Background: an optimization exercise with open tools, aiming at a short achievable clock period and few clock cycles. Do not read the settings as production practice. The RTL was checked by simulation tests, not by an equivalence proof against the original design. No activity file was given, so power comes from the tool's default toggle rates.

$ cat standard.sh
#!/bin/bash
# synth_recipe.tcl (not shown) runs the flow's synth.tcl, then flattens the netlist and writes it again
# the make line also repeats each setting of config.mk as NAME=value (left out here)
make -C /OpenROAD-flow-scripts/flow DESIGN_CONFIG=/design/flow/config.mk WORK_HOME=/design/flow/orfs CLKGATE_MAP_FILE= SYNTH_SCRIPT=/design/flow/synth_recipe.tcl "${@:-finish}"
$ cat config.mk
export PLATFORM = sky130hd
export DESIGN_NAME = mp3_datapath
export DESIGN_NICKNAME = mp3_datapath
export VERILOG_FILES = /design/flow/design.v
export SDC_FILE = /design/flow/constraint.sdc
export NUM_CORES = 4
export LEC_CHECK = 0
export ABC_CLOCK_PERIOD_IN_PS = 4000
export CAP_MARGIN = 20
export CORE_MARGIN = 2
export CORE_UTILIZATION = 35
export SLEW_MARGIN = 20
$ cat constraint.sdc
create_clock -name core_clock -period 15.0 [get_ports {clk}]
set_input_delay 3.0000 -clock core_clock [delete_from_list [all_inputs] [get_ports {clk}]]
set_output_delay 3.0000 -clock core_clock [all_outputs]
set_load 0.01 [all_outputs]
$ cat flow/run.sh
#!/bin/bash
# Standard ORFS layout; repair_timing aims for setup slack well beyond the
# clock period's needs so the achieved period is pushed down.
set -euo pipefail
bash standard.sh SETUP_SLACK_MARGIN=11 finish > flow_make.log 2>&1
$ cat design.v
package rv32i_types;
typedef enum bit [6:0] {
    op_lui   = 7'b0110111,  
    op_auipc = 7'b0010111,  
    op_jal   = 7'b1101111,  
    op_jalr  = 7'b1100111,  
    op_br    = 7'b1100011,  
    op_load  = 7'b0000011,  
    op_store = 7'b0100011,  
    op_imm   = 7'b0010011,  
    op_reg   = 7'b0110011,  
    op_csr   = 7'b1110011   
} rv32i_opcode;
typedef enum bit [2:0] {
    beq  = 3'b000,
    bne  = 3'b001,
    blt  = 3'b100,
    bge  = 3'b101,
    bltu = 3'b110,
    bgeu = 3'b111
} branch_funct3_t;
typedef enum bit [2:0] {
    lb  = 3'b000,
    lh  = 3'b001,
    lw  = 3'b010,
    lbu = 3'b100,
    lhu = 3'b101
} load_funct3_t;
typedef enum bit [2:0] {
    sb = 3'b000,
    sh = 3'b001,
    sw = 3'b010
} store_funct3_t;
typedef enum bit [2:0] {
    add  = 3'b000,  
    sll  = 3'b001,
    slt  = 3'b010,
    sltu = 3'b011,
    axor = 3'b100,
    sr   = 3'b101,  
    aor  = 3'b110,
    aand = 3'b111
} arith_funct3_t;
typedef enum bit [2:0] {
    alu_add = 3'b000,
    alu_sll = 3'b001,
    alu_sra = 3'b010,
    alu_sub = 3'b011,
    alu_xor = 3'b100,
    alu_srl = 3'b101,
    alu_or  = 3'b110,
    alu_and = 3'b111
} alu_ops;
typedef logic [31:0] rv32i_word;
typedef logic [4:0] rv32i_reg;
typedef logic [3:0] rv32i_mem_wmask;
typedef struct packed {
	rv32i_opcode opcode;
	alu_ops aluop;
	logic [2:0] regfilemux_sel;
	logic load_regfile;
	logic alumux1_sel; 
	logic [2:0] alumux2_sel;
	logic cmpmux_sel; 
	logic [1:0] memdatamux_sel;
	branch_funct3_t cmpop;
	rv32i_reg rd;
	logic [1:0] store_op;
	logic load_op;
	logic sign_sel;
	logic jalr_addr_sel;
	logic is_branch;
	logic is_jump;
	logic data_mem_read;
	logic data_mem_write;
	rv32i_reg rs1;
	rv32i_reg rs2;
	logic [7:0] bp_update_index;
} rv32i_control_word;
endpackage : rv32i_types
module register #(parameter width = 32)
(
    input clk,
    input rst,
    input load,
    input [width-1:0] in,
    output logic [width-1:0] out
);
logic [width-1:0] data;
always_ff @(posedge clk)
begin
    if (rst)
    begin
        data <= '0;
    end
    else if (load)
    begin
        data <= in;
    end
end
always_comb
begin
    out = data;
end
endmodule
module pc_register #(parameter width = 32)
(
    input clk,
    input rst,
    input load,
    input [width-1:0] in,
    output logic [width-1:0] out
);
logic [width-1:0] data;
always_ff @(posedge clk)
begin
    if (rst)
    begin
        data <= 32'h00000060;
    end
    else if (load)
    begin
        data <= in;
    end
end
always_comb
begin
    out = data;
end
endmodule
module regfile
(
    input clk,
    input load,
    input [31:0] in,
    input [4:0] src_a, src_b, dest,
    output logic [31:0] reg_a, reg_b
);
logic [31:0] data [32]  ;
always_ff @(posedge clk)
begin
    if (load && dest)
    begin
        data[dest] <= in;
    end
end
always_comb
begin
    reg_a = src_a ? data[src_a] : 0;
    reg_b = src_b ? data[src_b] : 0;
end
endmodule
module mux2 #(parameter width = 32)
(
	input sel,
	input [width-1:0] a, b,
	output logic [width-1:0] f
);
	always_comb
	begin
		if (sel == 0)
			f = a;
		else
			f = b;
	end
endmodule
module mux4 #(parameter width = 32)
(
	input logic [1:0] sel,
	input [width-1:0] a, b, c, d, 
	output logic [width-1:0] f
);
	always_comb
	begin
		if (sel == 0)
			f = a;
		else if (sel == 1)
			f = b;
		else if (sel == 2)
			f = c;
		else 
			f = d;		
	end
endmodule
module mux8 #(parameter width = 32)
(
	input logic [2:0] sel,
	input [width-1:0] a, b, c, d, aa, bb, cc, dd,
	output logic [width-1:0] f
);
	always_comb
	begin
		if (sel == 0)
			f = a;
		else if (sel == 1)
			f = b;
		else if (sel == 2)
			f = c;
		else if (sel == 3)
			f = d;
		else if (sel == 4)
			f = aa;
		else if (sel == 5)
			f = bb;
		else if (sel == 6)
			f = cc;
		else 
			f = dd;
	end
endmodule
import rv32i_types::*;
module alu
(
    input rv32i_types::alu_ops aluop,
    input [31:0] a, b,
    output logic [31:0] f
);
always_comb
begin
    case (aluop)
        alu_add:  f = a + b;
        alu_sll:  f = a << b[4:0];
        alu_sra:  f = $signed(a) >>> b[4:0];
        alu_sub:  f = a - b;
        alu_xor:  f = a ^ b;
        alu_srl:  f = a >> b[4:0];
        alu_or:   f = a | b;
        alu_and:  f = a & b;
    endcase
end
endmodule
import rv32i_types::*;
module cmp
(
	input rv32i_types::rv32i_word rs1,
	input rv32i_types::rv32i_word cmpmux,
	input rv32i_types::branch_funct3_t cmpop,
	output logic br_en
);
logic signed [31:0] rs1_signed;
logic signed [31:0] cmpmux_signed;
assign rs1_signed = $signed(rs1);
assign cmpmux_signed = $signed(cmpmux);
always_comb
begin
	br_en = 0;
	case(cmpop)
		beq: begin
			if (rs1 == cmpmux)
				br_en = 1;
		end
		bne: begin
			if (rs1 != cmpmux)
				br_en = 1;
		end
		blt: begin
			if (rs1_signed < cmpmux_signed)
				br_en = 1;
		end
		bge: begin
			if (rs1_signed >= cmpmux_signed)
				br_en = 1;
		end
		bltu: begin
			if (rs1 < cmpmux)
				br_en = 1;
		end
		bgeu: begin
			if (rs1 >= cmpmux)
				br_en = 1;
		end
	endcase
end
endmodule
import rv32i_types::*;
module forwarding_unit
(
	input rv32i_types::rv32i_reg rs1,
	input rv32i_types::rv32i_reg rs2,
	input rv32i_types::rv32i_reg mem_rd,
	input rv32i_types::rv32i_reg wb_rd,
	input rv32i_types::rv32i_reg decode_rs1,
	input rv32i_types::rv32i_reg decode_rs2,
	input rv32i_types::rv32i_opcode mem_opcode,
	input rv32i_types::rv32i_opcode wb_opcode,
	output logic [1:0] forwardA_sel,
	output logic [1:0] forwardB_sel,
	output logic decode_forwardA_sel,
	output logic decode_forwardB_sel
);
always_comb begin
	forwardA_sel = 2'b00;
	forwardB_sel = 2'b00;
	decode_forwardA_sel = 1'b0;
	decode_forwardB_sel = 1'b0;
	if( (wb_rd != 5'b0) && ((wb_opcode != op_store) && (wb_opcode != op_br)) ) begin
		forwardA_sel[1] = (rs1 == wb_rd);
		forwardB_sel[1] = (rs2 == wb_rd);
		decode_forwardA_sel = (decode_rs1 == wb_rd);
		decode_forwardB_sel = (decode_rs2 == wb_rd);
	end
	if( (mem_rd != 5'b0) && ((mem_opcode != op_store) && (mem_opcode != op_br)) ) begin
		forwardA_sel[0] = (rs1 == mem_rd);
		forwardB_sel[0] = (rs2 == mem_rd);
	end
end
endmodule
import rv32i_types::*;
module load_instr_block
(
	input rv32i_types::rv32i_word wb_mem_rdata,
	input rv32i_types::rv32i_word wb_alu_out,
	input logic wb_sign_sel,
	input logic wb_load_op,
	output rv32i_types::rv32i_word load_data_out
);
rv32i_types::rv32i_word lh_upper, lh_lower, lhu_upper, lhu_lower, lb_0, lb_1, lb_2, lb_3, lbu_0, lbu_1, lbu_2, lbu_3;
rv32i_types::rv32i_word load_half_signed_out, load_byte_signed_out, load_half_unsigned_out, load_byte_unsigned_out, load_signed_out, load_unsigned_out;
assign lh_upper = $signed(wb_mem_rdata[31:16]);
assign lh_lower = $signed(wb_mem_rdata[15:0]);
assign lhu_upper = {16'h0, wb_mem_rdata[31:16]};
assign lhu_lower = {16'h0, wb_mem_rdata[15:0]};	
assign lb_0 = $signed(wb_mem_rdata[7:0]);
assign lb_1 = $signed(wb_mem_rdata[15:8]);
assign lb_2 = $signed(wb_mem_rdata[23:16]);
assign lb_3 = $signed(wb_mem_rdata[31:24]);
assign lbu_0 = {24'h0, wb_mem_rdata[7:0]};
assign lbu_1 = {24'h0, wb_mem_rdata[15:8]};
assign lbu_2 = {24'h0, wb_mem_rdata[23:16]};
assign lbu_3 = {24'h0, wb_mem_rdata[31:24]};
mux2 load_half_signed
(
	.sel(wb_alu_out[1]),
	.a(lh_lower),
	.b(lh_upper),
	.f(load_half_signed_out)
);
mux4 load_byte_signed
(
	.sel(wb_alu_out[1:0]),
	.a(lb_0),
	.b(lb_1),
	.c(lb_2),
	.d(lb_3),
	.f(load_byte_signed_out)
);
mux2 load_half_unsigned
(
	.sel(wb_alu_out[1]),
	.a(lhu_lower),
	.b(lhu_upper),
	.f(load_half_unsigned_out)
);
mux4 load_byte_unsigned
(
	.sel(wb_alu_out[1:0]),
	.a(lbu_0),
	.b(lbu_1),
	.c(lbu_2),
	.d(lbu_3),
	.f(load_byte_unsigned_out)
);
mux2 load_signed
(
	.sel(wb_load_op),
	.a(load_half_signed_out),
	.b(load_byte_signed_out),
	.f(load_signed_out)
);
mux2 load_unsigned
(
	.sel(wb_load_op),
	.a(load_half_unsigned_out),
	.b(load_byte_unsigned_out),
	.f(load_unsigned_out)
);
mux2 load_instr_final
(
	.sel(wb_sign_sel),
	.a(load_signed_out),
	.b(load_unsigned_out),
	.f(load_data_out)
);
endmodule
import rv32i_types::*;
module mem_byte_enable_block
(
	input rv32i_types::rv32i_word mem_alu_out,
	input [1:0] mem_store_op,
	output logic [3:0] mem_byte_enable
);
logic [3:0] store_half_out;
logic [3:0] store_byte_out;
mux2 #(4) store_half
(
	.sel(mem_alu_out[1]),
	.a(4'b0011),
	.b(4'b1100),
	.f(store_half_out)
);
mux4 #(4) store_byte
(
	.sel(mem_alu_out[1:0]),
	.a(4'b0001),
	.b(4'b0010),
	.c(4'b0100),
	.d(4'b1000),
	.f(store_byte_out)
);
mux4 #(4) store_op
(
	.sel(mem_store_op),
	.a(4'b0000),
	.b(store_half_out),
	.c(store_byte_out),
	.d(4'b1111),
	.f(mem_byte_enable)
);
endmodule
import rv32i_types::*;
module control_rom
(
	input rv32i_types::rv32i_opcode opcode,
	input logic [2:0] funct3,
	input logic [6:0] funct7,
	input rv32i_types::rv32i_reg rd,
	input rv32i_types::rv32i_reg rs1,
	input rv32i_types::rv32i_reg rs2,
	input cache_hit,
	input rv32i_types::rv32i_opcode ex_opcode,
	input rv32i_types::rv32i_opcode mem_opcode,
	input rv32i_types::rv32i_reg prev_rd,
	input ex_br_en,
	input old_branch_hazard,
	input [7:0] bp_update_index,
	input [31:0] branch_target,
	input [31:0] id_pc,
	input [31:0] ex_pc,
	output rv32i_types::rv32i_control_word ctrl,
	output logic pipeline_continue ,
	output logic load_use_hazard,
	output logic branch_hazard,
	output logic pc_correction_sel
);
logic output_bubble;
logic [31:0] next_addr;
assign next_addr = ex_pc + 4;
always_comb begin
	output_bubble = 1'b0;
	branch_hazard = 1'b0;
	pc_correction_sel = 1'b0;
	if( ((ex_opcode == op_br) && (ex_br_en == 1'b1)) || (ex_opcode == op_jal) || (ex_opcode == op_jalr) ) begin
		if(id_pc != branch_target) begin
			output_bubble = 1'b1;
			branch_hazard = 1'b1;
		end
	end
	if( (ex_opcode == op_br) && (ex_br_en == 1'b0) ) begin
		if(id_pc != next_addr) begin
			output_bubble = 1'b1;
			branch_hazard = 1'b1;
			pc_correction_sel = 1'b1;
		end	
	end
	if(old_branch_hazard) begin
		output_bubble = 1'b1;
	end
end
always_comb
begin 
	pipeline_continue = cache_hit;
	load_use_hazard = 1'b1;
	ctrl.opcode = opcode;
	ctrl.load_regfile = 1'b0;
	ctrl.aluop = rv32i_types::alu_ops'(funct3);
	ctrl.cmpop = rv32i_types::branch_funct3_t'(funct3);
	ctrl.regfilemux_sel = 3'b0;
	ctrl.rd = rd;
	ctrl.rs1 = rs1;
	ctrl.rs2 = rs2;
	ctrl.alumux1_sel = 1'b0;
	ctrl.alumux2_sel = 3'b0;
	ctrl.cmpmux_sel = 1'b0;
	ctrl.memdatamux_sel = 2'b0;
	ctrl.store_op = 2'b0;
	ctrl.load_op = 1'b0;
	ctrl.sign_sel = 1'b0;
	ctrl.is_jump = 1'b0;
	ctrl.is_branch = 1'b0;
	ctrl.jalr_addr_sel = 1'b0;
	ctrl.data_mem_read = 1'b0;
	ctrl.data_mem_write = 1'b0;
	ctrl.bp_update_index = bp_update_index;
	case(opcode)
		op_lui: begin
			ctrl.regfilemux_sel = 3'b010;  
			ctrl.load_regfile = 1'b1;
		end 
		op_auipc: begin
			ctrl.aluop = alu_add;
			ctrl.alumux1_sel = 1'b1;
			ctrl.alumux2_sel = 3'b1;
			ctrl.load_regfile = 1'b1;  
		end
		op_jal: begin
			ctrl.aluop = alu_add;
			ctrl.is_jump = 1'b1;
			ctrl.alumux1_sel = 1'b1;
			ctrl.alumux2_sel = 3'b100;
			ctrl.regfilemux_sel = 3'b100;
			ctrl.load_regfile = 1'b1;
		end
		op_jalr: begin
			ctrl.aluop = alu_add;
			ctrl.is_jump = 1'b1;
			ctrl.regfilemux_sel = 3'b100;
			ctrl.load_regfile = 1'b1;
			ctrl.jalr_addr_sel = 1'b1;
		end
		op_br: begin
			ctrl.is_branch = 1'b1;
			ctrl.alumux1_sel = 1'b1;
			ctrl.alumux2_sel = 3'b010;
			ctrl.aluop = alu_add;
		end
		op_load: begin
			ctrl.data_mem_read = 1'b1;
			ctrl.aluop = alu_add;
			case(funct3)
				3'b000: begin
					ctrl.load_op = 1'b1; 
					ctrl.sign_sel = 1'b0;
					ctrl.regfilemux_sel = 3'b101;
				end 
				3'b001: begin
					ctrl.load_op = 1'b0;
					ctrl.sign_sel = 1'b0;
					ctrl.regfilemux_sel = 3'b101;
				end
				3'b010: begin
					ctrl.regfilemux_sel = 3'b011;
				end
				3'b100: begin
					ctrl.load_op = 1'b1;
					ctrl.sign_sel = 1'b1;
					ctrl.regfilemux_sel = 3'b101;
				end
				3'b101: begin
					ctrl.load_op = 1'b0;
					ctrl.sign_sel = 1'b1;
					ctrl.regfilemux_sel = 3'b101;
				end
				default: ;  
			endcase
			ctrl.load_regfile = 1'b1;
		end
		op_store: begin
			ctrl.data_mem_write = 1'b1;
			ctrl.aluop = alu_add;
			ctrl.alumux2_sel = 3'b011;
			case(funct3)
				3'b000: begin
					ctrl.memdatamux_sel = 2'b10;
					ctrl.store_op = 2'b10;
				end
				3'b001: begin
					ctrl.memdatamux_sel = 2'b01;
					ctrl.store_op = 2'b01;
				end
				3'b010: begin
					ctrl.store_op = 2'b11;
				end
				default: ;  
			endcase
		end
		op_imm: begin
			ctrl.load_regfile = 1'b1;
			case(funct3)
				3'b010: begin 
					ctrl.cmpop = blt;
					ctrl.cmpmux_sel = 1'b1;
					ctrl.regfilemux_sel = 3'b1;
				end
				3'b011: begin
					ctrl.cmpop = bltu;
					ctrl.cmpmux_sel = 1'b1;
					ctrl.regfilemux_sel = 3'b1;
				end
				3'b101: begin 
					case(funct7)
						7'b0000000: begin 
							ctrl.aluop = alu_srl;
						end
						7'b0100000: begin 
							ctrl.aluop = alu_sra;
						end 
						default:   ;
					endcase
				end
				default: ;   
			endcase
		end
		op_reg: begin
			ctrl.load_regfile = 1'b1;
			ctrl.alumux2_sel = 3'b101;
			case(funct3)
				3'b000: begin
					case(funct7)
						7'b0000000: begin 
							ctrl.aluop = alu_add;
						end 
						7'b0100000: begin 
							ctrl.aluop = alu_sub;
						end
						default:   ;
					endcase
				end 
				3'b010: begin 
					ctrl.cmpop = blt;
					ctrl.regfilemux_sel = 3'b1;
				end 
				3'b011: begin 	
					ctrl.cmpop = bltu;
					ctrl.regfilemux_sel = 3'b1;
				end 
				3'b101: begin 
					case(funct7) 
						7'b0000000: begin 
							ctrl.aluop = alu_srl;
						end 
						7'b0100000: begin
							ctrl.aluop = alu_sra;
						end 
						default:   ;
					endcase 
				end
				default: begin 
					ctrl.aluop = rv32i_types::alu_ops'(funct3);
				end 
			endcase
		end
		op_csr: ;  
		default: begin
			ctrl = 0;
		end 
	endcase
	if( (ex_opcode == op_load) && ((rs1 == prev_rd) || (rs2 == prev_rd)) ) begin
		load_use_hazard = 1'b0;
		ctrl.opcode = op_imm;
		ctrl.load_regfile = 1'b1;
		ctrl.aluop = alu_add;
		ctrl.cmpop = rv32i_types::branch_funct3_t'(3'b011);
		ctrl.regfilemux_sel = 3'b0;
		ctrl.rd = 5'b0;
		ctrl.rs1 = 5'b0;
		ctrl.rs2 = 5'b0;
		ctrl.alumux1_sel = 1'b0;
		ctrl.alumux2_sel = 3'b0;
		ctrl.cmpmux_sel = 1'b0;
		ctrl.memdatamux_sel = 2'b0;
		ctrl.store_op = 2'b0;
		ctrl.load_op = 1'b0;
		ctrl.sign_sel = 1'b0;
		ctrl.is_branch = 1'b0;
		ctrl.is_jump = 1'b0;
		ctrl.jalr_addr_sel = 1'b0;
		ctrl.data_mem_read = 1'b0;
		ctrl.data_mem_write = 1'b0;
	end
	if(output_bubble) begin
		ctrl.opcode = op_imm;
		ctrl.load_regfile = 1'b1;
		ctrl.aluop = alu_add;
		ctrl.cmpop = rv32i_types::branch_funct3_t'(3'b011);
		ctrl.regfilemux_sel = 3'b0;
		ctrl.rd = 5'b0;
		ctrl.rs1 = 5'b0;
		ctrl.rs2 = 5'b0;
		ctrl.alumux1_sel = 1'b0;
		ctrl.alumux2_sel = 3'b0;
		ctrl.cmpmux_sel = 1'b0;
		ctrl.memdatamux_sel = 2'b0;
		ctrl.store_op = 2'b0;
		ctrl.load_op = 1'b0;
		ctrl.sign_sel = 1'b0;
		ctrl.is_branch = 1'b0;
		ctrl.is_jump = 1'b0;
		ctrl.jalr_addr_sel = 1'b0;
		ctrl.data_mem_read = 1'b0;
		ctrl.data_mem_write = 1'b0;
	end
end
endmodule
module IF_ID_reg
(
	input clk,
	input rst,
	input logic load,
	input [31:0] if_pc_out,
	output logic [31:0] id_pc_out
);
register pc_out_reg
(	
	.clk(clk),
	.rst(rst),
	.load(load),
	.in(if_pc_out),
	.out(id_pc_out)
);
endmodule
import rv32i_types::*;
module ID_EX_reg
(
	input clk,
	input rst,
	input logic load,
	input logic hazard,
	input logic branch,
	input rv32i_types::rv32i_word id_pc_out,
	input rv32i_types::rv32i_control_word id_ctrl_word,
	input rv32i_types::rv32i_word id_rs1_out,
	input rv32i_types::rv32i_word id_rs2_out,
	input rv32i_types::rv32i_word id_i_imm,
	input rv32i_types::rv32i_word id_u_imm,
	input rv32i_types::rv32i_word id_b_imm,
	input rv32i_types::rv32i_word id_s_imm,
	input rv32i_types::rv32i_word id_j_imm,
	output rv32i_types::rv32i_word ex_pc_out, 
	output rv32i_types::rv32i_control_word ex_ctrl_word,
	output rv32i_types::rv32i_word ex_rs1_out,
	output rv32i_types::rv32i_word ex_rs2_out,
	output rv32i_types::rv32i_word ex_i_imm,
	output rv32i_types::rv32i_word ex_u_imm,
	output rv32i_types::rv32i_word ex_b_imm,
	output rv32i_types::rv32i_word ex_s_imm,
	output rv32i_types::rv32i_word ex_j_imm
);
logic [31:0] i_imm_out;
logic [31:0] pc_mux_out;
register pc_out_reg
(	
	.clk(clk),
	.rst(rst),
	.load(load),
	.in(pc_mux_out),
	.out(ex_pc_out)
);
register #(56) ctrl_word_reg  
(	
	.clk(clk),
	.rst(rst),
	.load(load),
	.in(id_ctrl_word),
	.out(ex_ctrl_word)
);
register rs1_out_reg
(	
	.clk(clk),
	.rst(rst),
	.load(load),
	.in(id_rs1_out),
	.out(ex_rs1_out)
);
register rs2_out_reg
(	
	.clk(clk),
	.rst(rst),
	.load(load),
	.in(id_rs2_out),
	.out(ex_rs2_out)
);
register i_imm_reg
(	
	.clk(clk),
	.rst(rst),
	.load(load),
	.in(i_imm_out),
	.out(ex_i_imm)
);
register u_imm_reg
(	
	.clk(clk),
	.rst(rst),
	.load(load),
	.in(id_u_imm),
	.out(ex_u_imm)
);
register b_imm_reg
(	
	.clk(clk),
	.rst(rst),
	.load(load),
	.in(id_b_imm),
	.out(ex_b_imm)
);
register s_imm_reg
(	
	.clk(clk),
	.rst(rst),
	.load(load),
	.in(id_s_imm),
	.out(ex_s_imm)
);
register j_imm_reg
(	
	.clk(clk),
	.rst(rst),
	.load(load),
	.in(id_j_imm),
	.out(ex_j_imm)
);
mux2 i_imm_mux
(
	.sel(hazard),
	.a(32'b0),
	.b(id_i_imm),
	.f(i_imm_out)
);
mux2 pc_mux
(
	.sel(~hazard | branch),
	.a(id_pc_out),
	.b(32'b0),
	.f(pc_mux_out)
);
endmodule
import rv32i_types::*;
module EX_MEM_reg
(
	input clk,
	input rst,
	input logic load,
	input rv32i_types::rv32i_word ex_pc_out,
	input rv32i_types::rv32i_control_word ex_ctrl_word,
	input rv32i_types::rv32i_word ex_alu_out,
	input logic ex_br_en,
	input rv32i_types::rv32i_word ex_mem_wdata,
	input rv32i_types::rv32i_word ex_u_imm,
	output rv32i_types::rv32i_word mem_pc_out, 
	output rv32i_types::rv32i_control_word mem_ctrl_word,
	output rv32i_types::rv32i_word mem_alu_out,
	output logic mem_br_en,
	output rv32i_types::rv32i_word mem_mem_wdata,
	output rv32i_types::rv32i_word mem_u_imm
);
register pc_out_reg
(	
	.clk(clk),
	.rst(rst),
	.load(load),
	.in(ex_pc_out),
	.out(mem_pc_out)
);
register #(56) ctrl_word_reg  
(	
	.clk(clk),
	.rst(rst),
	.load(load),
	.in(ex_ctrl_word),
	.out(mem_ctrl_word)
);
register alu_out_reg
(	
	.clk(clk),
	.rst(rst),
	.load(load),
	.in(ex_alu_out),
	.out(mem_alu_out)
);
register #(1) br_en_reg
(	
	.clk(clk),
	.rst(rst),
	.load(load),
	.in(ex_br_en),
	.out(mem_br_en)
);
register mem_wdata_reg
(	
	.clk(clk),
	.rst(rst),
	.load(load),
	.in(ex_mem_wdata),
	.out(mem_mem_wdata)
);
register u_imm_reg
(	
	.clk(clk),
	.rst(rst),
	.load(load),
	.in(ex_u_imm),
	.out(mem_u_imm)
);
endmodule
import rv32i_types::*;
module MEM_WB_reg
(
	input clk,
	input rst,
	input logic load,
	input rv32i_types::rv32i_word mem_pc_out,
	input rv32i_types::rv32i_control_word mem_ctrl_word,
	input rv32i_types::rv32i_word mem_alu_out,
	input logic mem_br_en,
	input rv32i_types::rv32i_word mem_u_imm,
	output rv32i_types::rv32i_word wb_pc_out, 
	output rv32i_types::rv32i_control_word wb_ctrl_word,
	output rv32i_types::rv32i_word wb_alu_out,
	output logic wb_br_en,
	output rv32i_types::rv32i_word wb_u_imm
);
register pc_out_reg
(	
	.clk(clk),
	.rst(rst),
	.load(load),
	.in(mem_pc_out),
	.out(wb_pc_out)
);
register #(56) ctrl_word_reg  
(	
	.clk(clk),
	.rst(rst),
	.load(load),
	.in(mem_ctrl_word),
	.out(wb_ctrl_word)
);
register alu_out_reg
(	
	.clk(clk),
	.rst(rst),
	.load(load),
	.in(mem_alu_out),
	.out(wb_alu_out)
);
register #(1) br_en_reg
(	
	.clk(clk),
	.rst(rst),
	.load(load),
	.in(mem_br_en),
	.out(wb_br_en)
);
register u_imm_reg
(	
	.clk(clk),
	.rst(rst),
	.load(load),
	.in(mem_u_imm),
	.out(wb_u_imm)
);
endmodule
module mp3_datapath
(
	input clk,
	input rst,
	input logic [31:0] data_mem_rdata,
	input logic [31:0] instr_mem_rdata,
	input cache_hit,
	output logic [31:0] instr_mem_addr,
	output logic [31:0] data_mem_addr,
	output logic [3:0] data_mem_byte_en,
	output logic [31:0] data_mem_wdata,
	output logic data_mem_read,
	output logic data_mem_write
);
localparam int BI = 5;               
localparam int NB = 1 << BI;         
localparam int TL = BI + 2;          
localparam int TH = 10;              
localparam int TW = TH - TL + 1;
localparam logic [6:0] OP_LUI   = 7'b0110111;
localparam logic [6:0] OP_AUIPC = 7'b0010111;
localparam logic [6:0] OP_JAL   = 7'b1101111;
localparam logic [6:0] OP_JALR  = 7'b1100111;
localparam logic [6:0] OP_BR    = 7'b1100011;
localparam logic [6:0] OP_LOAD  = 7'b0000011;
localparam logic [6:0] OP_STORE = 7'b0100011;
localparam logic [6:0] OP_IMM   = 7'b0010011;
localparam logic [6:0] OP_REG   = 7'b0110011;
logic [31:0] pc_f;
logic          btb_v   [NB];
logic [1:0]    btb_ctr [NB];
logic [TW-1:0] btb_tag [NB];
logic [15:2]   btb_tgt [NB];    
logic          btb_ret [NB];
logic [31:0]   ras;
logic        f2_v;
logic [31:0] f2_pc, f2_pn;
logic        f2_hit, f2_tk;
logic [1:0]  f2_ctr;
logic        use_ibuf;
logic [31:0] ibuf;
logic        d_v;
logic [31:0] d_ir, d_pc, d_pn;
logic        d_hit, d_tk;
logic [1:0]  d_ctr;
logic        e_v;
logic [4:0]  e_rd;
logic        e_wr, e_load, e_store, e_br, e_jal, e_jalr, e_pre_sel, e_sub, e_sra;
logic [2:0]  e_f3;
logic [31:0] e_a, e_b, e_sd, e_pre, e_pc, e_pc4, e_tgt, e_pn;
logic [2:0]  e_fa, e_fb, e_fs;
logic [8:0]  e_sel9;        
logic [8:0]  e_sela, e_sels;  
logic [8:0]  e_rs;          
logic        e_eq_tgt, e_eq_pc4;
logic        e_hit, e_ret;
logic [1:0]  e_ctr;
logic        m_v, m_wr, m_load;
logic [4:0]  m_rd;
logic [31:0] m_res;
logic [2:0]  m_f3;
logic        w_v, w_wr, w_load;
logic [4:0]  w_rd;
logic [31:0] w_res;
logic [2:0]  w_f3;
logic [1:0]  w_a;
logic        w2_we;
logic [4:0]  w2_rd;
logic [31:0] w2_res;
logic          u_we, u_tgt_we, u_valid, u_ret, u_jalr;
logic [BI-1:0] u_idx;
logic [TW-1:0] u_tag;
logic [15:2]   u_tgt;
logic [1:0]    u_ctr;
logic [31:0] rf [32];
logic [BI-1:0] f_idx;
logic          f_hit, f_taken;
logic [31:0]   f_pn;
logic [1:0]    f_ctr;
assign instr_mem_addr = pc_f;
assign f_idx = pc_f[TL-1:2];
logic [NB-1:0] f_hitv, f_tkv;
always_comb
	for (int i = 0; i < NB; i++) begin
		f_hitv[i] = btb_v[i] && (btb_tag[i] == pc_f[TH:TL]);
		f_tkv[i]  = f_hitv[i] && btb_ctr[i][1];
	end
assign f_hit = f_hitv[f_idx];
assign f_ctr = btb_ctr[f_idx];
assign f_taken = f_tkv[f_idx];
logic [31:0]   f_btb, f_pc4;
assign f_btb = btb_ret[f_idx] ? ras : {pc_f[31:16], btb_tgt[f_idx], 2'b00};
assign f_pc4 = pc_f + 32'd4;
assign f_pn = f_taken ? f_btb : f_pc4;
logic [31:0] f2_ins;
assign f2_ins = use_ibuf ? ibuf : instr_mem_rdata;
logic [6:0]  d_op;
logic [2:0]  d_f3;
logic [4:0]  d_rs1, d_rs2, d_rdf;
logic        d_lui, d_auipc, d_jal, d_jalr, d_br, d_load, d_store, d_imm, d_reg;
logic        d_use1, d_use2, d_wr;
logic [31:0] d_iimm, d_simm, d_bimm, d_uimm, d_jimm, d_imm_v;
logic [31:0] d_tgt, d_pc4, d_pre, d_auipc_v;
logic [31:0] d_r1, d_r2;
logic [2:0]  d_fa, d_fb;
logic        d_hz;
assign d_op  = d_ir[6:0];
assign d_f3  = d_ir[14:12];
assign d_rs1 = d_ir[19:15];
assign d_rs2 = d_ir[24:20];
assign d_rdf = d_ir[11:7];
assign d_lui   = d_op == OP_LUI;
assign d_auipc = d_op == OP_AUIPC;
assign d_jal   = d_op == OP_JAL;
assign d_jalr  = d_op == OP_JALR;
assign d_br    = d_op == OP_BR;
assign d_load  = d_op == OP_LOAD;
assign d_store = d_op == OP_STORE;
assign d_imm   = d_op == OP_IMM;
assign d_reg   = d_op == OP_REG;
assign d_use1 = d_jalr | d_br | d_load | d_store | d_imm | d_reg;
assign d_use2 = d_br | d_store | d_reg;
assign d_wr   = (d_rdf != 5'd0) & (d_lui | d_auipc | d_jal | d_jalr | d_load | d_imm | d_reg);
assign d_iimm = {{21{d_ir[31]}}, d_ir[30:20]};
assign d_simm = {{21{d_ir[31]}}, d_ir[30:25], d_ir[11:7]};
assign d_bimm = {{20{d_ir[31]}}, d_ir[7], d_ir[30:25], d_ir[11:8], 1'b0};
assign d_uimm = {d_ir[31:12], 12'h000};
assign d_jimm = {{12{d_ir[31]}}, d_ir[19:12], d_ir[20], d_ir[30:21], 1'b0};
assign d_imm_v = d_store ? d_simm : d_iimm;
logic [31:0] d_off;
assign d_off = d_jal ? d_jimm : d_bimm;
assign d_tgt = d_pc + d_off;
function automatic logic addeq(input logic [31:0] a, input logic [31:0] b, input logic [31:0] c);
	logic [31:0] x, g, ok;
	x = a ^ b;
	g = a & b;
	ok[0] = x[0] == c[0];
	for (int i = 1; i < 32; i++)
		ok[i] = (x[i] ^ c[i]) == (g[i-1] | (x[i-1] & ~c[i-1]));
	addeq = &ok;
endfunction
assign d_pc4 = d_pc + 32'd4;
assign d_auipc_v = d_pc + d_uimm;
assign d_pre = d_lui ? d_uimm : (d_auipc ? d_auipc_v : d_pc4);
function automatic logic [31:0] dval(input logic [4:0] rs, input logic [31:0] rfv);
	if (rs == 5'd0) dval = 32'd0;
	else if (m_v && m_wr && m_rd == rs) dval = m_res;
	else if (w_v && w_wr && w_rd == rs) dval = w_res;
	else if (w2_we && w2_rd == rs) dval = w2_res;
	else dval = rfv;
endfunction
logic [31:0] d_rf1, d_rf2;
assign d_rf1 = rf[d_rs1];
assign d_rf2 = rf[d_rs2];
assign d_r1 = dval(d_rs1, d_rf1);
assign d_r2 = dval(d_rs2, d_rf2);
function automatic logic [2:0] fwd_sel(input logic [4:0] rs);
	if (rs != 5'd0 && e_v && e_wr && e_rd == rs) fwd_sel = 3'b001;
	else if (rs != 5'd0 && !(m_v && m_wr && m_rd == rs) && w_v && w_wr && w_load && w_rd == rs) fwd_sel = 3'b010;
	else fwd_sel = 3'b100;
endfunction
assign d_fa = fwd_sel(d_rs1);
assign d_fb = fwd_sel(d_rs2);
logic [2:0] d_fbx;
logic       d_sub;
logic [8:0] d_rs;
assign d_sub = d_reg & d_ir[30] & (d_f3 == 3'b000);
always_comb begin
	d_rs = 9'd0;
	if (d_lui | d_auipc | d_jal | d_jalr) d_rs[8] = 1'b1;
	else d_rs[d_f3] = 1'b1;
end
assign d_fbx = (d_use2 & ~d_store) ? d_fb : 3'b100;
function automatic logic ld_dep(input logic [4:0] rs);
	ld_dep = (rs != 5'd0) &&
	       ((e_v && e_load && e_rd == rs) || (m_v && m_load && m_rd == rs));
endfunction
assign d_hz = d_v && ((d_use1 && ld_dep(d_rs1)) || (d_use2 && ld_dep(d_rs2)));
logic d_ret;
assign d_ret = d_jalr && d_rdf == 5'd0 && d_ir[31:20] == 12'd0;
logic        d_redir;
logic [31:0] d_rtgt, d_pn2;
assign d_redir = d_v && !d_tk && (d_jal || (d_br && d_ir[31]) || d_ret);
assign d_rtgt  = d_ret ? ras : d_tgt;
assign d_pn2   = d_redir ? d_rtgt : d_pn;
logic [31:0] x_a, x_b, x_sd;
logic [31:0] x_sum, x_bn, x_res, x_sll, x_sr;
logic        x_lt, x_ltu, x_eq, x_cond, x_taken;
logic        x_jeq, x_mis;
logic        mis_t, mis_n;    
logic [31:0] x_redir;
logic [31:0] x_wdata;
logic [3:0]  x_be;
function automatic logic [31:0] fwd(input logic [31:0] r, input logic [2:0] s);
	fwd = ({32{s[0]}} & m_res) | ({32{s[1]}} & w2_res) | ({32{s[2]}} & r);
endfunction
assign x_a  = fwd(e_a, e_fa);
assign x_b  = fwd(e_b, e_fb);
assign x_sd = fwd(e_sd, e_fs);
logic [2:0][31:0] src_a, src_b;
logic [8:0][31:0] suma9, sums9;
logic [8:0]       eq9, lt9, ltu9;
assign src_a[0] = m_res;
assign src_a[1] = w2_res;
assign src_a[2] = e_a;
assign src_b[0] = m_res;
assign src_b[1] = w2_res;
assign src_b[2] = e_b;
always_comb begin
	for (int i = 0; i < 3; i++)
		for (int j = 0; j < 3; j++) begin
			suma9[3*i+j] = src_a[i] + src_b[j];
			sums9[3*i+j] = src_a[i] - src_b[j];
			eq9[3*i+j]  = src_a[i] == src_b[j];
			lt9[3*i+j]  = $signed(src_a[i]) < $signed(src_b[j]);
			ltu9[3*i+j] = src_a[i] < src_b[j];
		end
	x_sum = 32'd0;
	for (int k = 0; k < 9; k++) x_sum = x_sum | ({32{e_sela[k]}} & suma9[k]) | ({32{e_sels[k]}} & sums9[k]);
	x_eq  = |(e_sel9 & eq9);
	x_lt  = |(e_sel9 & lt9);
	x_ltu = |(e_sel9 & ltu9);
end
assign x_sll = x_a << x_b[4:0];
logic [31:0] x_sra, x_srl;
assign x_sra = $signed(x_a) >>> x_b[4:0];
assign x_srl = x_a >> x_b[4:0];
assign x_sr  = e_sra ? x_sra : x_srl;
assign x_res = ({32{e_rs[0]}} & x_sum) |
               ({32{e_rs[1]}} & x_sll) |
               ({32{e_rs[2]}} & {31'd0, x_lt}) |
               ({32{e_rs[3]}} & {31'd0, x_ltu}) |
               ({32{e_rs[4]}} & (x_a ^ x_b)) |
               ({32{e_rs[5]}} & x_sr) |
               ({32{e_rs[6]}} & (x_a | x_b)) |
               ({32{e_rs[7]}} & (x_a & x_b)) |
               ({32{e_rs[8]}} & e_pre);
always_comb begin
	case (e_f3)
		3'b000: x_cond = x_eq;
		3'b001: x_cond = ~x_eq;
		3'b100: x_cond = x_lt;
		3'b101: x_cond = ~x_lt;
		3'b110: x_cond = x_ltu;
		default: x_cond = ~x_ltu;
	endcase
end
logic [31:0] jx, jg;
logic [31:1] jok;
assign jx = x_a ^ x_b;
assign jg = x_a & x_b;
always_comb begin
	jok[1] = (jx[1] ^ e_pn[1]) == jg[0];
	for (int i = 2; i < 32; i++)
		jok[i] = (jx[i] ^ e_pn[i]) == (jg[i-1] | (jx[i-1] & ~e_pn[i-1]));
end
assign x_jeq = &jok;
assign x_taken = e_jal | e_jalr | (e_br & x_cond);
logic x_mis_j;
assign x_mis   = x_taken ? mis_t : mis_n;
assign x_mis_j = e_v & e_jalr & ~x_jeq;
assign x_redir = x_taken ? e_tgt : e_pc4;
always_comb begin
	case (e_f3[1:0])
		2'b00: begin x_wdata = {4{x_sd[7:0]}};  x_be = 4'b0001 << x_sum[1:0]; end
		2'b01: begin x_wdata = {2{x_sd[15:0]}}; x_be = x_sum[1] ? 4'b1100 : 4'b0011; end
		default: begin x_wdata = x_sd;          x_be = 4'b1111; end
	endcase
end
logic [31:0] l_sh, l_val;
assign l_sh = data_mem_rdata >> {w_a, 3'b000};
always_comb begin
	case (w_f3)
		3'b000: l_val = {{24{l_sh[7]}}, l_sh[7:0]};
		3'b001: l_val = {{16{l_sh[15]}}, l_sh[15:0]};
		3'b100: l_val = {24'd0, l_sh[7:0]};
		3'b101: l_val = {16'd0, l_sh[15:0]};
		default: l_val = data_mem_rdata;
	endcase
end
logic redirect, stall;
logic pend;
logic [31:0] p_tgt;
assign redirect = x_mis | pend;
logic [31:0] pc_norm, pc_t, pc_n, pc_next;
logic [31:0] pc_other;
logic        f_use;
always_comb begin
	if (pend) pc_other = p_tgt;
	else if (stall) pc_other = pc_f;
	else if (d_redir) pc_other = d_rtgt;
	else pc_other = f_pc4;
end
assign f_use = f_taken & ~pend & ~stall & ~d_redir;
assign pc_norm = f_use ? f_btb : pc_other;
assign mis_t = e_v & ~pend & ~e_jalr & ~e_eq_tgt;
assign mis_n = e_v & ~pend & ~e_jalr & ~e_eq_pc4;
assign pc_t = mis_t ? e_tgt : pc_norm;
assign pc_n = mis_n ? e_pc4 : pc_norm;
assign pc_next = x_taken ? pc_t : pc_n;
assign stall = d_hz;
always_ff @(posedge clk) begin
	if (rst) begin
		pc_f <= 32'h00000060;
		f2_v <= 1'b0;
		use_ibuf <= 1'b0;
		d_v <= 1'b0;
		e_v <= 1'b0;
		m_v <= 1'b0;
		w_v <= 1'b0;
		w2_we <= 1'b0;
		u_we <= 1'b0;
		pend <= 1'b0;
		data_mem_read <= 1'b0;
		data_mem_write <= 1'b0;
		data_mem_addr <= 32'd0;
		data_mem_wdata <= 32'd0;
		data_mem_byte_en <= 4'd0;
	end else if (cache_hit) begin
		pend <= x_mis_j & ~pend;
		pc_f <= pc_next;
		if (redirect) begin
			f2_v <= 1'b0;
			use_ibuf <= 1'b0;
			d_v <= 1'b0;
		end else if (stall) begin
			if (f2_v && !use_ibuf) use_ibuf <= 1'b1;
		end else if (d_redir) begin
			f2_v <= 1'b0;
			use_ibuf <= 1'b0;
			d_v <= 1'b0;
		end else begin
			f2_v <= 1'b1;
			use_ibuf <= 1'b0;
			d_v <= f2_v;
		end
		e_v <= d_v & ~stall & ~redirect;
		m_v <= e_v & ~pend;
		w_v <= m_v;
		w2_we <= w_v & w_wr;
		u_we <= e_v & ~pend & ((e_br | e_jal | e_jalr) ? (x_taken | e_hit) : e_hit);
		data_mem_read <= e_v & ~pend & e_load;
		data_mem_write <= e_v & ~pend & e_store;
		data_mem_addr    <= x_sum;
		data_mem_wdata   <= x_wdata;
		data_mem_byte_en <= x_be;
	end
end
always_ff @(posedge clk) begin
	if (rst) begin
		e_a <= '0;
		e_b <= '0;
		e_sd <= '0;
		e_pre <= '0;
		e_tgt <= '0;
		e_pc4 <= '0;
		e_pn <= '0;
		e_fa <= '0;
		e_fb <= '0;
		e_fs <= '0;
		e_sel9 <= '0;
		e_sela <= '0;
		e_sels <= '0;
		e_rs <= '0;
		e_f3 <= '0;
		e_sub <= '0;
		e_sra <= '0;
		e_eq_tgt <= '0;
		e_eq_pc4 <= '0;
		e_jalr <= '0;
		e_jal <= '0;
		e_br <= '0;
		w_res <= '0;
		w2_res <= '0;
		d_ir <= '0;
	end else if (cache_hit) begin
		if (stall && f2_v && !use_ibuf) ibuf <= instr_mem_rdata;
		if (d_v && (d_jal || d_jalr) && d_rdf != 5'd0) ras <= d_pc4;
		if (!stall) begin
			f2_pc  <= pc_f;
			f2_pn  <= f_pn;
			f2_hit <= f_hit;
			f2_tk  <= f_taken;
			f2_ctr <= f_ctr;
			d_ir  <= f2_ins;
			d_pc  <= f2_pc;
			d_pn  <= f2_pn;
			d_hit <= f2_hit;
			d_tk  <= f2_tk;
			d_ctr <= f2_ctr;
		end
		e_rd      <= d_rdf;
		e_wr      <= d_wr;
		e_load    <= d_load;
		e_store   <= d_store;
		e_br      <= d_br;
		e_jal     <= d_jal;
		e_jalr    <= d_jalr;
		e_pre_sel <= d_lui | d_auipc | d_jal | d_jalr;
		e_sub     <= d_sub;
		e_sra     <= d_ir[30];
		e_f3      <= d_f3;
		e_a       <= d_r1;
		e_b       <= d_use2 & ~d_store ? d_r2 : d_imm_v;
		e_sd      <= d_r2;
		e_fa      <= d_fa;
		e_fb      <= d_fbx;
		for (int i = 0; i < 3; i++)
			for (int j = 0; j < 3; j++) begin
				e_sel9[3*i+j] <= d_fa[i] & d_fbx[j];
				e_sela[3*i+j] <= d_fa[i] & d_fbx[j] & ~d_sub;
				e_sels[3*i+j] <= d_fa[i] & d_fbx[j] & d_sub;
			end
		e_rs      <= d_rs;
		e_fs      <= d_fb;
		e_pre     <= d_pre;
		e_pc      <= d_pc;
		e_pc4     <= d_pc4;
		e_tgt     <= d_tgt;
		e_pn      <= d_pn2;
		e_eq_tgt  <= d_redir | addeq(d_pc, d_off, d_pn);
		e_eq_pc4  <= d_redir ? (d_off == 32'd4) : addeq(d_pc, 32'd4, d_pn);
		e_hit     <= d_hit;
		e_ret     <= d_ret;
		e_ctr     <= d_ctr;
		m_wr   <= e_wr;
		m_load <= e_load;
		m_rd   <= e_rd;
		m_res  <= x_res;
		m_f3   <= e_f3;
		w_wr   <= m_wr;
		w_load <= m_load;
		w_rd   <= m_rd;
		w_res  <= m_res;
		w_f3   <= m_f3;
		w_a    <= data_mem_addr[1:0];
		w2_rd  <= w_rd;
		w2_res <= w_load ? l_val : w_res;
		u_idx    <= e_pc[TL-1:2];
		u_tag    <= e_pc[TH:TL];
		p_tgt    <= {x_sum[31:1], 1'b0};
		u_tgt    <= e_tgt[15:2];
		u_jalr   <= e_jalr;
		u_tgt_we <= x_taken;
		u_valid  <= e_br | e_jal | e_jalr;
		u_ret    <= e_ret;
		if (e_jal | e_jalr)
			u_ctr <= 2'b11;
		else if (!e_hit)
			u_ctr <= 2'b10;
		else if (x_taken)
			u_ctr <= (e_ctr == 2'b11) ? 2'b11 : e_ctr + 2'b01;
		else
			u_ctr <= (e_ctr == 2'b00) ? 2'b00 : e_ctr - 2'b01;
	end
end
always_ff @(posedge clk) begin
	if (w2_we) rf[w2_rd] <= w2_res;
end
always_ff @(posedge clk) begin
	if (rst) begin
		for (int i = 0; i < NB; i++) btb_v[i] <= 1'b0;
	end else if (u_we) begin
		btb_ctr[u_idx] <= u_ctr;
		if (u_tgt_we || !u_valid) begin
			btb_v[u_idx]   <= u_valid;
			btb_tag[u_idx] <= u_tag;
			btb_tgt[u_idx] <= u_jalr ? p_tgt[15:2] : u_tgt;
			btb_ret[u_idx] <= u_ret;
		end
	end
end
endmodule
==> flow_summary_export.csv <==
group,metric,value,unit
yosys,ys_ff_latch,2564,
yosys,yosysTopAreaCellShare,42.3,%
clock_network,path_clk_slew,0.06,ns
yosys,synthTopCellsByArea,"edfxtp_1, mux4_2, dfxtp_1, ha_1, xnor2_1",
sta,finalCriticalPeriod,4.95,ns
sta,setup_viol,0,
sta,rsz0062_at_grt,"true",
route,post-route-drc-count,0,
yosys,synth_area_leader_cell,"edfxtp_1",
clock_network,tritoncts,"built",
yosys,synth.most_common_cell,"edfxtp_1",
route,vias_per_cell,6.40,
floorplanning,die-width,652,µm
floorplanning,coreArea,417000,µm²
critical_path,crit_arrival,5.85,ns
hold_path,min_path_type,"flop to flop",
grt,grt_overflow,0,
route,drt-initial-drc-count,19200,
yosys,syn_area,147000,µm²
route,dr_total_vias,121000,
power_and_ir_drop,powerDensity,106,nW/µm²
placement,gp_congestion,1.07,
floorplanning,floorplan.die_area,425000,µm²
grt,grt_start_max_net_pins,139,
final_layout,area_growth,23.4,%
grt,grt_pass1_wl,949000,µm
sta,fin_skew,0.115,ns
critical_path,cp-end-kind,"flop",
route,ant_nets,0,
grt,first_global_vias,113000,
grt,grt_use_total,31.9,%
critical_path,ff2ff_path_depth,22,
route,wirelength,702000,µm
final_layout,drive_gt1_share,28.6,%
placement,dp_hpwl,470000,µm
floorplanning,initial_core_util,35.2,%
flow_run,timing.max_cap.violations,0,
yosys,synth_fp_nets,13200,
sta,fin_ws,10.05,ns
final_layout,fin_nets,13800,
hold_path,hold_depth,0,
placement,place_ws,7.33,ns
clock_network,clock_latency,0.99,ns
floorplanning,ios,169,
critical_path,start_kind,"flop",
sta,worstMarginPinSlew,1.28,ns
critical_path,critPathKind,"flop to flop",
sta,fin_crit_sh,33.0,%
final_layout,nFillCells,38200,
yosys,synth_edf_count,2068,
placement,port_buffers,168,
sta,drv_slew,0,
sta,maxSlewHeadroom,14.7,%
clock_network,ctsHoldBuffers,0,
yosys,async_flop_share,0,%
clock_network,cts_buffers,291,
critical_path,cp_max_fo,9,
yosys,syn_area_per_cell,11.8,µm²
sta,setup_tns,0,ns
yosys,yosys_warnings,1,
yosys,ys.flop_type,"edfxtp_1",
route,avgRoutedWirePerCell,37.3,µm
yosys,ys_seq_area_share,49.0,%
sta,hold_viol_final,0,
outcome,status,"no timing/DRC/antenna violations",
yosys,syn-instance-count,12500,
clock_network,root_buffer,"clkbuf_16",
yosys,post_synth_num_cell_types,106,
critical_path,required,15.90,ns
clock_network,clockBufferDepth,4,
floorplanning,die_y,652,µm
floorplanning,num_rows,237,
clock_network,clock-sinks,2564,
yosys,ys_top_cells_by_count,"edfxtp_1, nor2_1, nand2_1",
clock_network,htree_levels,5,
grt,antenna_found_initial,52,
route,dr.pass1.iters,10,
power_and_ir_drop,ir_worst_vdd,98.5,µV
sta,max_freq,202,MHz
power_and_ir_drop,leakage,63.4,nW
==> cells in the final DEF, fill, tap and decap left out, types with 82 or more instances in the layout <==
cell type | Yosys | final
clkbuf_16 | 0 | 308
nor2_4 | 1 | 102
mux2i_1 | 263 | 248
dfxtp_1 | 496 | 275
o21bai_1 | 105 | 98
a211oi_1 | 211 | 153
nor2_1 | 1047 | 917
o211ai_1 | 158 | 158
inv_1 | 481 | 432
dfxtp_4 | 0 | 145
ha_4 | 0 | 124
xor2_1 | 233 | 229
buf_4 | 8 | 712
a21oi_1 | 746 | 633
a22oi_1 | 109 | 104
mux4_2 | 818 | 818
nand2_1 | 1015 | 971
nor3_1 | 170 | 142
nand4_1 | 108 | 108
a21o_1 | 123 | 117
edfxtp_1 | 2068 | 2068
a21oi_2 | 1 | 82
buf_6 | 4 | 257
buf_12 | 0 | 88
ha_1 | 561 | 388
o21ai_1 | 5 | 84
nand3_1 | 181 | 153
o21ai_0 | 736 | 590
a222oi_1 | 100 | 100
xnor2_1 | 456 | 414
==> state kept, by name, indices dropped and copies added (netlist names), 64 cells and up, named ones only <==
signal / cells
btb_tag: 128
btb_tgt: 448
rf: 1024
btb_ctr: 64
==> path summary, 6_finish.rpt <==
check	from	end	slack (ns)
min	f2_pn[22]	d_pn[22]	0.40
max	m_res[0]	e_v	10.05
min reg2reg	f2_pn[22]	d_pn[22]	0.40
max reg2reg	m_res[0]	e_v	10.05
==> routing by layer <==
layer	global-route usage, %	part of all wire, %
met1	42.4	38
met2	46.2	42
met3	8.13	12
met4	20.7	7.9
met5	0.0113	0.022
==> logic make-up after synthesis <==
family	share of synthesized area, %
compound gates	13.4
xor+xnor	4.11
fa+ha+maj	5.81
buf+inv	3.73
flops	49.0
mux	14.5
simple gates	9.39
==> where the power goes <==
group / internal, mW / switching, mW
combinational: 1.51 / 2.38
sequential: 7.80 / 0.231
clock: 4.15 / 3.14
==> repair_timing <==
item / in CTS / in global routing
cloned: 53 / 7
endpoints found under the setup margin: 1629 / 619
gates resized for setup: 2132 / 400
pin swaps: 325 / 205
buffers inserted: 548 / 129
==> area by class of cell <==
cell class | count | area (µm²) | share of cell area, %
clock inverters | 153 | 1570 | 0.868
multi-input cells | 8513 | 77200 | 42.6
diodes | 34 | 85.1 | 0.0469
flip-flops and latches | 2564 | 72700 | 40.1
clock buffers | 370 | 7890 | 4.35
well taps | 5497 | 6880 | 3.79
repair inverters | 3 | 26.3 | 0.0145
repair buffers | 1224 | 13000 | 7.15
inverters | 495 | 1960 | 1.08
==> metrics by stage <==
stage               cells  hold WS [ns]  cell area [µm²]  total power, mW  utilization [%]
floorplan           12500         0.400           148000             9.96                -
global placement    17600         0.401           156000             11.2             37.4
detailed placement  17600         0.405           156000             11.2             37.4
CTS                 18700         0.412           178000             19.0             42.7
global route        18800         0.414           181000             19.6             43.4
finish              18900         0.401           181000             19.2             43.5
==> critical path: stages (launching register included) <==
cell and delay [ns]:
edfxtp_1 0.45, buf_6 0.16, buf_6 0.11, ha_4 0.15, inv_2 0.05, fa_2 0.24
a211oi_2 0.09, o211ai_1 0.46, buf_4 0.21, nand2_4 0.08, o21ai_4 0.21, buf_8 0.18
a21oi_4 0.09, o211ai_1 0.33, and3_1 0.27, a31oi_4 0.18, xnor2_4 0.20, o211ai_1 0.30
clkbuf_16 0.22, o41ai_4 0.11, buf_12 0.20, or4_1 0.47, a21oi_1 0.13
Testbench counts, summed over its fixed seeds: cycles 66,023.

[re-timing with driven ports]
The results above use ideal ports. As a check the final layout listed here was re-extracted and re-timed, cells and wires unchanged. Step 1 (the two cells are an assumption about what drives the block):
set clk [get_ports {clk}]
set_driving_cell -lib_cell sky130_fd_sc_hd__clkbuf_16 $clk
set_driving_cell -lib_cell sky130_fd_sc_hd__buf_2 [delete_from_list [all_inputs] $clk]
Step 2, shift: input delay + t, output delay - t, t = (earliest + latest rising clock arrival at the registers) / 2. This alone moves slack from input paths to output paths. a / b / c = ideal ports / drivers / drivers and shift; a / b = the first two.
t, ns: 1.071
setup WS [ns]: 10.045 / 10.045 / 9.183
worst setup path at the end: input to register
After both steps setup and hold are still met in this run. The setup slack of this run moves by 0.000 ns with the drivers and by -0.862 ns with both steps.
